This is an optimization exercise on Yosys and OpenROAD, whose aim is small area, a short achievable clock period and few clock cycles, not a production implementation. Power and IR drop assume default switching activity.

## rv_pl
module rv_pl(
    input  wire        clk,
    input  wire        rst_n,
    output wire [31:0] m_inst_axi_araddr,
    output wire        m_inst_axi_arvalid,
    input  wire        m_inst_axi_arready,
    input  wire [31:0] m_inst_axi_rdata,
    input  wire [1:0]  m_inst_axi_rresp,
    input  wire        m_inst_axi_rvalid,
    output wire        m_inst_axi_rready,
    output wire [2:0]  m_inst_axi_arprot,
    output wire [31:0] m_data_axi_awaddr,
    output wire        m_data_axi_awvalid,
    input  wire        m_data_axi_awready,
    output wire [31:0] m_data_axi_wdata,
    output wire [3:0]  m_data_axi_wstrb,
    output wire        m_data_axi_wvalid,
    input  wire        m_data_axi_wready,
    input  wire [1:0]  m_data_axi_bresp,
    input  wire        m_data_axi_bvalid,
    output wire        m_data_axi_bready,
    output wire [31:0] m_data_axi_araddr,
    output wire        m_data_axi_arvalid,
    input  wire        m_data_axi_arready,
    input  wire [31:0] m_data_axi_rdata,
    input  wire [1:0]  m_data_axi_rresp,
    input  wire        m_data_axi_rvalid,
    output wire        m_data_axi_rready,
    output wire [2:0]  m_data_axi_arprot,
    output wire [2:0]  m_data_axi_awprot,
    output reg         done
);
For scale: ~5,900 cells after synthesis, about 1,400 flip-flops, ~230 I/O pins, about 71,000 um2 of cells after synthesis.
export LEC_CHECK = 0
export CAP_MARGIN = 20
export CORE_MARGIN = 2
export CORE_UTILIZATION = 40
export SETUP_SLACK_MARGIN = 5
export SLEW_MARGIN = 20
create_clock -name core_clock -period 10.0 [get_ports {clk}]
standard.sh (not shown) runs the stock make flow with config.mk's settings and CLKGATE_MAP_FILE= SYNTH_SCRIPT=/design/flow/synth_recipe.tcl, a recipe that flattens the netlist after the stock synthesis.
==> flow/flow/run.sh <==
#!/bin/bash
# Layout with the standard flow, with timing repair aimed past the clock period.
set -euo pipefail
bash standard.sh SETUP_SLACK_MARGIN=6.0 finish > standard_finish.log 2>&1
Then changed:
--- a/flow/design.v
+++ b/flow/design.v
@@ -54,25 +54,25 @@
     reg [4:0]  e_rd;
     reg [4:0]  e_sh;             
     reg        e_sub, e_sra, e_shl, e_wr, e_lw, e_sw, e_beq;
     reg        e_add, e_shf, e_slt, e_sltu, e_xor, e_or, e_and;    
     reg        e_skip;           
     reg [2:0]  e_skipn;
     reg        d_arv, d_awv, d_wv;
     reg        ld_busy, st_busy;
     reg [31:0] d_addr, d_wdata;
     reg [4:0]  ld_rd;
     reg [31:0] rf [1:31];
-    wire [32:0] sum = {1'b0, op_a} + {1'b0, op_b ^ {32{e_sub}}} + {32'd0, e_sub};
+    wire [32:0] sum = {1'b0, op_a} + {1'b0, op_b} + {32'd0, e_sub};
     wire ltu = ~sum[32];
-    wire lts = (op_a[31] ^ op_b[31]) ? op_a[31] : sum[31];
+    wire lts = (op_a[31] ^ ~op_b[31]) ? op_a[31] : sum[31];
     function [31:0] rev32(input [31:0] x);
         integer k;
         for (k = 0; k < 32; k = k + 1) rev32[k] = x[31-k];
     endfunction
     wire [31:0] sh_in = e_shl ? rev32(op_a) : op_a;
     wire [32:0] sh_r  = $signed({e_sra & op_a[31], sh_in}) >>> e_sh;
     wire [31:0] e_res = ({32{e_add}} & sum[31:0])
                       | ({32{e_shf & ~e_shl}} & sh_r[31:0])
                       | ({32{e_shf & e_shl}} & rev32(sh_r[31:0]))
                       | {31'd0, (e_slt & lts) | (e_sltu & ltu)}
                       | ({32{e_xor}} & (op_a ^ op_b))
@@ -224,30 +224,31 @@
     wire uses_b = is_op | is_beq;
     wire fwdE1 = ~ld_busy & e_wb & (e_rd == rs1) & (rs1 != 5'd0);
     wire fwdE2 = ~ld_busy & e_wb & (e_rd == rs2) & (rs2 != 5'd0);
     wire fwdL1 = ld_ret & (ld_rd == rs1) & (rs1 != 5'd0);
     wire fwdL2 = ld_ret & (ld_rd == rs2) & (rs2 != 5'd0);
     wire [31:0] rv1 = fwdL1 ? m_data_axi_rdata : rf1;
     wire [31:0] rv2 = fwdL2 ? m_data_axi_rdata : rf2;
     wire [31:0] a_src = is_jal ? d_pc4 : (is_lui ? 32'd0 : rv1);
     wire [31:0] b_src = uses_b ? rv2 : (is_sw ? imm_s : (is_lui ? imm_u : (is_jal ? 32'd0 : imm_i)));
     wire [31:0] x_src = is_sw ? rv2 : d_tgt;
     wire is_sh = (is_op | is_opi) & (f3[1:0] == 2'b01);
+    wire d_sub = (is_op & ins[30] & (f3 == 3'd0)) | ((is_op | is_opi) & (f3[2:1] == 2'b01));
     always @(posedge clk) begin
         if (d_load) begin
             op_a  <= (fwdE1 & ~is_jal & ~is_lui) ? e_res : a_src;
-            op_b  <= (fwdE2 & uses_b) ? e_res : b_src;
+            op_b  <= ((fwdE2 & uses_b) ? e_res : b_src) ^ {32{d_sub}};
             e_x   <= (fwdE2 & is_sw) ? e_res : x_src;
             e_sh  <= ~is_sh ? 5'd0 : ((fwdE2 & is_op) ? e_res[4:0] : b_src[4:0]);
             e_rd  <= ins[11:7];
-            e_sub <= (is_op & ins[30] & (f3 == 3'd0)) | ((is_op | is_opi) & (f3[2:1] == 2'b01));
+            e_sub <= d_sub;
             e_sra <= ins[30];
             e_shl <= ~f3[2];
             e_add <= ~(is_op | is_opi) | (f3 == 3'd0);
             e_shf <= is_sh;
             e_slt <= (is_op | is_opi) & (f3 == 3'd2);
             e_sltu <= (is_op | is_opi) & (f3 == 3'd3);
             e_xor <= (is_op | is_opi) & (f3 == 3'd4);
             e_or  <= (is_op | is_opi) & (f3 == 3'd6);
             e_and <= (is_op | is_opi) & (f3 == 3'd7);
             e_wr  <= is_lui | is_jal | is_op | is_opi;
             e_lw  <= is_lw;
- die area came out higher by 0.70%
- core utilization decreases by 0.29 points
- maximum frequency drops by 1.8%
- first-iteration DRC count shrinks by 2.2%
- clock power came out lower by 3.7%
- clock-buffer cell count rose by 10
- power decreases by 6.0%
Function was not checked in any run of this note: the RTL went through the layout flow alone.

[afterwards: timing with drivers on the ports]
Ports are ideal in the flow. The routed layouts listed here were re-timed in OpenROAD. Step 1 sets driving cells, clkbuf_16 on the clock port and buf_2 on the other inputs (assumed; they add their load-dependent delay and slew). Step 2 adds t to the input delays and takes it off the output delays; t is the mean of the earliest and latest rising clock arrival at the registers after step 1. Input paths then give back, and output paths get back, about the clock's delay inside the block. a / b / c = ideal / step 1 / step 2; a / b = the first two.
| run | t (ns) | setup WS [ns] | latest minus earliest clock arrival (ns) | slew at the worst register clock pin (ns) |
|---|---|---|---|---|
| the first run | 0.907 | 5.663 / 5.663 / 5.038 | 0.060 / 0.059 | 0.07 / 0.07 |
| the second run | 0.901 | 5.585 / 5.585 / 5.089 | 0.061 / 0.061 | 0.07 / 0.07 |
After both steps every run listed still meets setup and hold. The setup slack of the first run, which loses most, moves by 0.000 ns with the drivers and by -0.625 ns with both steps.
